This is an optimization exercise on Yosys and OpenROAD, whose aim is a short achievable clock period, not a production implementation. In this exercise RTL edits were held to simulation tests only and were not proved equivalent to the original. Power and IR drop assume default switching activity.

## flow/design.v (module list and top-level ports; edited modules follow where they fit)
// module call_stack: 132 lines
// module ras_predictor: 105 lines
// module bhistory_table: 44 lines
// module pqGshare_bpredictor: 175 lines
// module static_bpredictor: 50 lines
// module fetch_unit: 232 lines
// module opfwd_control: 242 lines
// module rf_rdctl: 31 lines
// module bram_dp_r2w1: 39 lines
// module regfile: 86 lines
// module decode_unit: 359 lines
// module exu_branch_unit: 206 lines
// module alu: 114 lines
// module loadstore_unit: 98 lines
// module execution_unit: 315 lines
// module memory_access_unit: 129 lines
// module writeback_unit: 134 lines
// module pqr5_core_top: 597 lines
module pqr5_core_top #(
   parameter PC_INIT         = 32'h0000_0000,           
   parameter IS_RF_ON_BRAM   = 0,     
   parameter EN_BPREDICT_DYN = 1,   
   parameter BHT_IDW         = 8,           
   parameter BHT_TYPE        = "flops",          
   parameter BHT_BIAS        = 2'b10,          
   parameter GHRW            = (8+2),              
   parameter EN_RAS          = 1,            
   parameter RAS_DPT         = 8            
)
(   
   input  logic             clk                 ,   
   input  logic             aresetn             ,   
   input  logic             i_ext_stall         ,   
   output logic [32-1:0] o_imem_pc           ,   
   output logic             o_imem_pc_valid     ,   
   input  logic             i_imem_stall        ,   
   input  logic [32-1:0] i_imem_pc           ,   
   input  logic [32-1:0] i_imem_pkt          ,   
   input  logic             i_imem_pkt_valid    ,   
   output logic             o_imem_stall        ,   
   output logic             o_imem_flush        ,   
   output logic             o_dmem_wen          ,   
   output logic [32-1:0] o_dmem_addr         ,   
   output logic [1:0]       o_dmem_size         ,   
   output logic [32-1:0] o_dmem_wdata        ,   
   output logic             o_dmem_req          ,   
   input  logic             i_dmem_stall        ,   
   output logic             o_dmem_flush        ,   
   input  logic [32-1:0] i_dmem_rdata        ,   
   input  logic             i_dmem_ack          ,   
   output logic             o_dmem_stall            
);
  // ...
==> flow/flow/run.sh <==
#!/bin/bash
set -euo pipefail
MARGIN=${SETUP_MARGIN_OVERRIDE:-6}
sed -E "s/\"\\$\\{@:-finish\\}\"/SETUP_SLACK_MARGIN=${MARGIN} \"\${@:-finish}\"/" standard.sh > standard_margin.sh
grep -q "SETUP_SLACK_MARGIN=${MARGIN} " standard_margin.sh
bash standard_margin.sh synth > synth.log 2>&1
bash standard_margin.sh floorplan > floorplan.log 2>&1
bash standard_margin.sh place > place.log 2>&1
bash standard_margin.sh cts > cts.log 2>&1
bash standard_margin.sh route > route.log 2>&1
bash standard_margin.sh finish > finish.log 2>&1
test -f out/final.def
==> flow/standard.sh <==
#!/bin/bash
# synth_recipe.tcl (not shown) runs the flow's synth.tcl, then flattens the netlist and writes it again
# the make line also repeats each setting of config.mk as NAME=value (left out here)
make -C /OpenROAD-flow-scripts/flow DESIGN_CONFIG=/design/flow/config.mk WORK_HOME=/design/flow/orfs CLKGATE_MAP_FILE= SYNTH_SCRIPT=/design/flow/synth_recipe.tcl "${@:-finish}"
==> flow/config.mk <==
export PLATFORM = sky130hd
export DESIGN_NAME = pqr5_core_top
export DESIGN_NICKNAME = pqr5_core_top
export VERILOG_FILES = /design/flow/design.v
export SDC_FILE = /design/flow/constraint.sdc
export NUM_CORES = 4
export LEC_CHECK = 0
export ABC_CLOCK_PERIOD_IN_PS = 4000
export CAP_MARGIN = 35
export CORE_MARGIN = 2
export CORE_UTILIZATION = 30
export PLACE_DENSITY = 0.5
export SETUP_SLACK_MARGIN = 5
export SLEW_MARGIN = 35
export TNS_END_PERCENT = 100
==> flow/constraint.sdc <==
create_clock -name core_clock -period 10.0 [get_ports {clk}]
set_input_delay 2.0000 -clock core_clock [delete_from_list [all_inputs] [get_ports {clk}]]
set_output_delay 2.0000 -clock core_clock [all_outputs]
set_load 0.01 [all_outputs]
==> qor.txt, run 1 <==
Syn Nets = 14156
post-synthesis adder-cell area fraction = 2.87%
worst setup margin = 5210 ps
Via Count = 124037
All-Layer GR Usage = 25.5%
Sequential Power Share = 38.0%
status = finished clean
number of port buffers = 206
Setup crit start kind = input port
critical path depth = 21
fin crit period = 4790 ps
# nets final = 14546
Setup Skew = 115 ps
TritonCTS clock tree = built
area of the multi-input gates = 0.0825 mm²
CP max stage delay = 430 ps
Crit Reg-Reg Endpoint = inst_execution_unit.inst_alu.diff_rg[29]$_DFFE_PN0N_
sequential power = 15.2 mW
non-clock inverter count = 249
routing usage on met1 = 33.7%
Synth area leader = edfxtp_1
Synth top cells by count = nand2_1, edfxtp_1, dfrtp_1
Hold Buf Count CTS = 0
crit share post-route = 47.9%
post-route cell area = 0.190 mm²
final setup fails = 0
Hold EP = inst_decode_unit.du_ras_snap_ptr_rg[2]$_DFFE_PN0N_
post-place setup slack = 2610 ps
Synth warnings = 25
Yosys top cell area share = 25.3%
clock buffers = 443
routed wl met2 = 302000 µm
largest net degree at the start of global routing = 178
sw power = 14.7 mW
mux share of post-synthesis cell area = 20.3%
Worst VDD drop = 0.000180 V
DR WL met3 = 69400 µm
Worst Path Required = 10810 ps
Crit Path Class = input port to flip-flop
internal power = 25.2 mW
grt ovf = 0
==> inputs of run 2 (changes only) <==
--- a/flow/config.mk
+++ b/flow/config.mk
@@ -8,8 +8,8 @@
 export ABC_CLOCK_PERIOD_IN_PS = 4000
 export CAP_MARGIN = 35
 export CORE_MARGIN = 2
-export CORE_UTILIZATION = 30
-export PLACE_DENSITY = 0.5
+export CORE_UTILIZATION = 60
+export PLACE_DENSITY = 0.76
 export SETUP_SLACK_MARGIN = 5
 export SLEW_MARGIN = 35
 export TNS_END_PERCENT = 100
==> run 2 against run 1 <==
Critical path depth decreased by 4; critical endpoint is now inst_execution_unit.inst_alu.diff_rg[23]$_DFFE_PN0N_; power decreased by 0.57%; clock skew decreased by 15 ps; synthesized cell count unchanged.
==> qor.txt, run 2 <==
fmax = 0.204 GHz
WHS = 435 ps
commonest non-fill, non-tap cell in the layout = nand2_1
TritonCTS clock tree = built
Pins Over Slew Limit = 0
first-pass GRT wire length = 961000 µm
Syn Nets = 14156 (unchanged)
# H-tree levels = 5
Setup crit start kind = input port
worst r2r path cells = 20
# nets final = 14713 (+1.1%)
hold crit path type = flip-flop to flip-flop
Syn Inst Count = 13716
CTS max path bufs = 4
CP max stage delay = 540 ps (+110 ps)
Avg Cell Area, Syn = 11.4 µm²
Synth warnings = 25 (unchanged)
Yosys top cell area share = 25.3% (unchanged)
Setup Skew = 99.8 ps (-14.7 ps)
Max-slew headroom = 24.0%
Worst VDD drop = 0.000246 V (+37%)
drc violations = 0
top_reg_cell synth = edfxtp_1
Seq/Total Area, Yosys = 48.3%
Synth top cells by count = nand2_1, edfxtp_1, dfrtp_1
worst skew pair latency = 990 ps
hold depth = 2
via-per-instance ratio = 7.64
Cell Area, Synth = 0.156 mm²
most frequent cell after synthesis = nand2_1
largest net degree at the start of global routing = 166 (-6.7%)
Worst Path Max Fanout = 6
CTS Buf Count = 295
Starting Density = 60.3%
critical path cell sequence = clkdlybuf4s15_2, a22oi_1, and3_1, nand3_2, ha_4, nor3_1, a21boi_4, o31a_1, buf_6, a211oi_4, buf_4, o41ai_4, buf_6, buf_4, buf_6, xnor2_2, o21ai_1
commonest non-fill, non-tap cells in the layout = nand2_1, edfxtp_1, dfrtp_1
Die Wd = 515 µm
max_cap viols = 0
FFs w/ async S/R, synth = 52.0%
PwrDens = 209 mW/mm²
grt ovf = 0 (unchanged)
Crit path buffers/inverters = 6
final setup fails = 0 (unchanged)
DIE HEIGHT = 515 µm
Final ANT Viol Nets = 0
proportion of layout cells with a drive suffix above 1 = 31.3%
number of synthesized flops with an enable pin = 1315
critical path arrival = 5690 ps
Core Box Area = 0.259 mm²
number of port buffers = 206 (unchanged)
RePlAce Congestion = 1.05
initial antenna violation count = 45
Avg WL per Cell = 39.2 µm
CP most frequent cell = buf_6
Final Hold Fails = 0
FILL cells = 16551
fin crit period = 4890 ps (+109 ps)
clk sinks = 2739
Distinct cells, synth = 116
DR pass1 iterations = 12
Crit Path Class = input port to flip-flop
Worst Path Required = 10790 ps (-20 ps)
crit share post-route = 48.9% (+1.1 points)
leakage = 72.9 nW
crit end category = flip-flop
status = finished clean
Crit Reg-Reg Endpoint = inst_execution_unit.inst_alu.diff_rg[23]$_DFFE_PN0N_
Area Overhead vs Synth = 21.2%
Worst R2R Start = inst_opfwd_control.s1_ebu$_DFF_PN0_
Via Count = 137026 (+10%)
slowest stage cell on the critical path = nor3_1
Post-DP HPWL = 421000 µm
IO Count = 208
Hold Startpoint = inst_decode_unit.du_pc4_rg[5]$_DFFE_PN0N_
drt total wl = 704000 µm
vias in the first global route = 131202
Synth area leader = edfxtp_1
Slew @ Worst Pin = 1140 ps
All-Layer GR Usage = 50.8% (+25 points)
num rows = 187
die area = 0.265 mm²
Worst-path clk slew = 60 ps
RSZ-0062 raised after global routing = yes
CP delay by family, top = compound AO/OA/AOI/OAI gates
Synth area leaders = edfxtp_1, dfrtp_1, mux4_2
Root Driver = clkbuf_16
setup_tns = 0 ps
#FFs+latches synth = 2739
reg2reg setup slack = 5310 ps
drt initial violations = 25496
[run 2: layout make-up]
type / instances / area [µm²] / area share, %
multi-input cells: 9704 / 84300 / 44.4
flip-flops and latches: 2739 / 75600 / 39.9
repair buffers: 1281 / 14100 / 7.46
clock buffers: 390 / 8290 / 4.37
well taps: 3402 / 4260 / 2.25
clock inverters: 147 / 1700 / 0.897
inverters: 249 / 1220 / 0.642
diodes: 27 / 67.6 / 0.0356
repair inverters: 3 / 57.6 / 0.0304
[run 2: logic make-up after synthesis]
family	count (synthesis)	synth area share (%)
and+or+nand+nor	3989	10.9
buffers and inverters	1297	3.39
adders and majority gates	337	2.87
muxes	2026	20.3
DFF	2739	48.3
xor gates and xnor gates	356	2.02
other	1	0.00240
AOI/OAI and AO/OA	2971	12.3
[run 2: worst min-delay path: cells and delay by family (launching register included)]
family / cells / cell delay, ps
DFF: 1 / 340
and+or+nand+nor: 2 / 100
[run 2: metal layers]
layer,routed length (µm),GRT usage (%),vias up
met5,994,0.913,-
met4,66300,34.2,50
met3,119000,21.2,3935
met2,287000,70.8,13470
met1,231000,64.7,66916
li1,-,-,52655
[run 2: where the power goes]
| group | switching, mW | internal, mW |
|---|---|---|
| logic | 8.08 | 4.89 |
| clock network | 5.00 | 6.61 |
| registers | 1.84 | 13.2 |
[run 2: timing repair]
item                                    4_1_cts  5_1_grt
endpoints found under the setup margin     2782      913
setup buffers                               465      247
pin swaps                                   360      394
gates cloned                                 62       33
resized for setup                          1220      758
hold buffers                                  0        0
[run 2: worst max path at each step]
stage | end | slack [ps] | startpoint | depth (start not counted)
2_1_floorplan | inst_execution_unit.inst_alu.diff_rg[30]$_DFFE_PN0N_ | 4830 | i_dmem_rdata[26] | 18
3_3_place_gp | inst_execution_unit.inst_alu.diff_rg[29]$_DFFE_PN0N_ | 2910 | i_dmem_rdata[15] | 15
3_5_place_dp | inst_execution_unit.inst_alu.diff_rg[27]$_DFFE_PN0N_ | 2970 | i_dmem_rdata[15] | 15
4_1_cts | inst_execution_unit.inst_alu.diff_rg[25]$_DFFE_PN0N_ | 5320 | i_dmem_rdata[7] | 17
5_1_grt | inst_execution_unit.inst_alu.diff_rg[29]$_DFFE_PN0N_ | 5050 | i_dmem_rdata[7] | 19
6_report | inst_execution_unit.inst_alu.diff_rg[23]$_DFFE_PN0N_ | 5110 | i_dmem_rdata[13] | 17
[run 2: per-stage QoR]
step | std cells | power (mW) | instance area (µm²) | util (%) | setup slack (ps)
finish | 17942 | 39.6 | 190000 | 73.1 | 5110
global route | 17923 | 40.2 | 190000 | 73.0 | 5050
CTS | 17625 | 37.8 | 183000 | 70.5 | 5320
detailed placement | 16561 | 25.2 | 163000 | 63.0 | 2970
global placement | 16549 | 25.0 | 163000 | 62.9 | 2910
floorplan | 13716 | 20.8 | 159000 | - | 4830
==> inputs of run 3 (changes only) <==
--- a/flow/config.mk
+++ b/flow/config.mk
@@ -8,8 +8,8 @@
 export ABC_CLOCK_PERIOD_IN_PS = 4000
 export CAP_MARGIN = 35
 export CORE_MARGIN = 2
-export CORE_UTILIZATION = 60
-export PLACE_DENSITY = 0.76
+export CORE_UTILIZATION = 25
+export PLACE_DENSITY = 0.45
 export SETUP_SLACK_MARGIN = 5
 export SLEW_MARGIN = 35
 export TNS_END_PERCENT = 100
==> run 3 against run 2 <==
Synthesized area stayed put; global-route usage is 29 points lower; critical path depth is 13 lower; synthesized cell count stayed put; clock-buffer cell count is 61 higher; wire length is 2.6% higher; worst hold slack worse by 11 ps; via count is 9.6% lower; first-iteration DRC count is 42% lower; power is 1.8% higher; critical endpoint is now o_dmem_req; largest cell class unchanged; largest power group unchanged; highest routed layer unchanged.
==> qor.txt, run 3 <==
largest net degree at the start of global routing = 156 (-6.0%)
Worst-path clk slew = 60 ps (about the same)
Worst R2R Start = inst_opfwd_control.s1_mwb$_DFF_PN0_
# H-tree levels = 5 (unchanged)
TritonCTS clock tree = built
Post-Synth XOR/XNOR Area = 2.02% (unchanged)
Crit Path Class = input port to output pin
crit end category = output pin
crit share post-route = 47.7% (-1.2 points)
slowest stage cell on the critical path = a21oi_4
Pins Over Slew Limit = 0 (unchanged)
Hold Buf Count CTS = 0 (unchanged)
clk sinks = 2739 (unchanged)
via-per-instance ratio = 5.42 (-29%)
Final Hold Fails = 0 (unchanged)
vias in the first global route = 120613 (-8.1%)
All-Layer GR Usage = 21.9% (-29 points)
num rows = 290 (+55%)
status = finished clean
Post-DP HPWL = 477000 µm (+13%)
RePlAce Congestion = 0.975 (-7.3%)
Synth warnings = 25 (unchanged)
RSZ-0062 raised after global routing = yes
post-place setup slack = 2560 ps (-403 ps)
grt ovf = 0 (unchanged)
drt total wl = 722000 µm (+2.6%)
fmax = 0.210 GHz (+2.6%)
Synth area leader = edfxtp_1
Cell Area, Synth = 0.156 mm² (unchanged)
Worst Path Required = 8000 ps (-2790 ps)
Slew @ Worst Pin = 1090 ps (-42.7 ps)
#FFs+latches synth = 2739 (unchanged)
Worst Path Max Fanout = 4 (-2)
commonest non-fill, non-tap cell in the layout = nand2_1
Die Wd = 795 µm (+54%)
PwrDens = 208 mW/mm² (-0.42%)
Final ANT Viol Nets = 0 (unchanged)
CTS max path bufs = 4 (unchanged)
critical path cell sequence = buf_12, a21oi_4, nor2_2, buf_2
FFs w/ async S/R, synth = 52.0% (unchanged)
worst setup margin = 5230 ps (+124 ps)
Synth area leaders = edfxtp_1, dfrtp_1, mux4_2
CP max stage delay = 380 ps (-160 ps)
DR pass1 iterations = 10 (-2)
Seq/Total Area, Yosys = 48.3% (unchanged)
first-pass GRT wire length = 994000 µm (+3.5%)
top_reg_cell synth = edfxtp_1
Starting Density = 25.1% (-35 points)
initial antenna violation count = 67 (+49%)
Avg Cell Area, Syn = 11.4 µm² (unchanged)
worst skew pair latency = 1040 ps (+50 ps)
die area = 0.632 mm² (+140%)
drc violations = 0 (unchanged)
Worst VDD drop = 0.000207 V (-16%)
Syn Inst Count = 13716 (unchanged)
mux share of post-synthesis cell area = 20.3% (unchanged)
FILL cells = 63206 (+280%)
drt initial violations = 14733 (-42%)
Syn Nets = 14156 (unchanged)
Synth top cells by count = nand2_1, edfxtp_1, dfrtp_1
post-synthesis adder-cell area fraction = 2.87% (unchanged)
DIE HEIGHT = 795 µm (+54%)
commonest non-fill, non-tap cells in the layout = nand2_1, edfxtp_1, dfrtp_1
# nets final = 14645 (-0.46%)
number of port buffers = 206 (unchanged)
most frequent cell after synthesis = nand2_1
worst r2r path cells = 19 (-5.0%)
Core Box Area = 0.623 mm² (+140%)
Avg WL per Cell = 31.6 µm (-19%)
final setup fails = 0 (unchanged)
proportion of layout cells with a drive suffix above 1 = 30.5% (-0.79 points)
setup_tns = 0 ps (unchanged)
Root Driver = clkbuf_16
Setup Skew = 131 ps (+31.1 ps)
CTS Buf Count = 335 (+14%)
reg2reg setup slack = 5590 ps (+280 ps)
number of synthesized flops with an enable pin = 1315 (unchanged)
IO Count = 208 (unchanged)
Max-slew headroom = 27.1% (+3.1 points)
Tot Pwr = 40.3 mW (+1.8%)
Distinct cells, synth = 116 (unchanged)
Synth Area in Simple Gates = 10.9% (unchanged)
post-synthesis compound-gate area fraction = 12.3% (unchanged)
leakage = 72.4 nW (-0.73%)
Yosys top cell area share = 25.3% (unchanged)
Setup crit start kind = input port
hold crit path type = flip-flop to flip-flop
max_cap viols = 0 (unchanged)
Critical path destination = o_dmem_req
largest family of logic cells by synthesized area = multiplexers
Via Count = 123807 (-9.6%)
critical path arrival = 2770 ps (-2920 ps)
fin crit period = 4770 ps (-124 ps)
crit path from = i_dmem_ack
Area Overhead vs Synth = 23.9%
## run 3: metrics by stage
stage / hold slack (ps) / instance area (µm²) / std cells / utilization (%)
after CTS: 424 / 189000 / 22597 / 30.4
after global placement: 446 / 170000 / 21523 / 27.2
after detailed placement: 449 / 170000 / 21560 / 27.3
after global routing: 458 / 194000 / 22809 / 31.1
final: 425 / 194000 / 22833 / 31.1
after floorplan: 391 / 159000 / 13716 / -
## run 3: layout make-up
| type | instances | area [µm²] | area share, % |
|---|---|---|---|
| clock buffer | 451 | 9260 | 4.78 |
| tap | 8322 | 10400 | 5.37 |
| multi-input combinational | 9690 | 83100 | 42.9 |
| sequential | 2739 | 75600 | 39.0 |
| timing repair buffer | 1190 | 12100 | 6.26 |
| inverter | 249 | 1160 | 0.601 |
| clock inverter | 165 | 1980 | 1.02 |
| antenna | 27 | 67.6 | 0.0349 |
## run 3: timing repair
| action | 4_1_cts | 5_1_grt |
|---|---|---|
| gates resized for setup | 1210 | 506 |
| cloned | 26 | 9 |
| endpoints found under the hold margin | 0 | 0 |
| setup endpoints to repair | 2792 | 542 |
| buffers inserted | 395 | 191 |
| pin swaps | 347 | 339 |
## run 3: how the worst min path moves through the flow
stage	startpoint	end	slack (ps)	depth (start not counted)
final	inst_decode_unit.du_pc4_rg[24]$_DFFE_PN0N_	flip-flop	420	2
after global routing	inst_decode_unit.du_pcb_rg[15]$_DFFE_PN0N_	flip-flop	460	2
after CTS	inst_decode_unit.du_pc4_rg[24]$_DFFE_PN0N_	flip-flop	420	2
after detailed placement	flip-flop	inst_decode_unit.du_ghr_snapshot_rg[7]$_DFFE_PN0N_	450	2
after global placement	inst_writeback_unit.rdt_not_x0_rg$_DFF_PN0_	inst_writeback_unit.rdt_not_x0_rg$_DFF_PN0_	450	2
after floorplan	flip-flop	flip-flop	390	0
## run 3: worst max-delay path: cells and delay by family
kind	cells	cell delay (ps)
AO/OA/AOI/OAI	1	380
AND/OR/NAND/NOR	1	90
buffers and inverters	2	270
## run 3: kinds of logic (layout without fill, tap and decap cells)
kind of cell / after synthesis / after routing
other: 1 / 28
DFF: 2739 / 2739
buffers and inverters: 1297 / 2055
xor gates and xnor gates: 356 / 357
muxes: 2026 / 2026
and+or+nand+nor: 3989 / 3995
adders and majority gates: 337 / 337
AOI/OAI and AO/OA: 2971 / 2974
## run 3: per-layer routing
layer / part of all wire (%) / wire (µm) / global-route usage [%] / vias to the layer above
met4: 6.1 / 44300 / 10.6 / 18
li1: - / - / - / 52499
met2: 45 / 322000 / 34.3 / 5796
met1: 41 / 298000 / 29.3 / 64047
met5: 0.019 / 136 / 0 / -
met3: 7.9 / 57100 / 4.12 / 1447
## run 3: power breakdown
part / switching, mW / internal (mW) / leakage, nW
combinational: 7.62 / 4.81 / 37.5
sequential: 1.97 / 13.2 / 29.4
clock: 5.35 / 7.37 / 5.48
total: 14.9 / 25.4 / 72.4

port drivers added, routing unchanged:
Ports are ideal in the flow. The routed layouts listed here were re-timed in OpenROAD. Step 1: set_driving_cell puts a clkbuf_16 on clk and a buf_2 on each other input, an assumption about the parent block. Step 2 also shifts input and output timing later by t, the mid clock arrival at the registers, as if the neighbouring blocks saw the same clock. Three values: ideal, step 1, step 2; two values: the first two.
run	t (ns)	setup WS [ns]	worst slew at a driven data input, ns	pins driven straight from the clock port
run 1	1.104	5.215 / 5.076 / 3.972	0.42	1
run 2	1.043	5.106 / 5.168 / 4.125	0.21	1
run 3	1.107	5.229 / 5.044 / 4.064	0.39	1
After both steps every run listed still meets setup and hold. For run 1, which loses most, drivers alone change the setup slack by -0.139 ns; drivers and shift together by -1.243 ns.
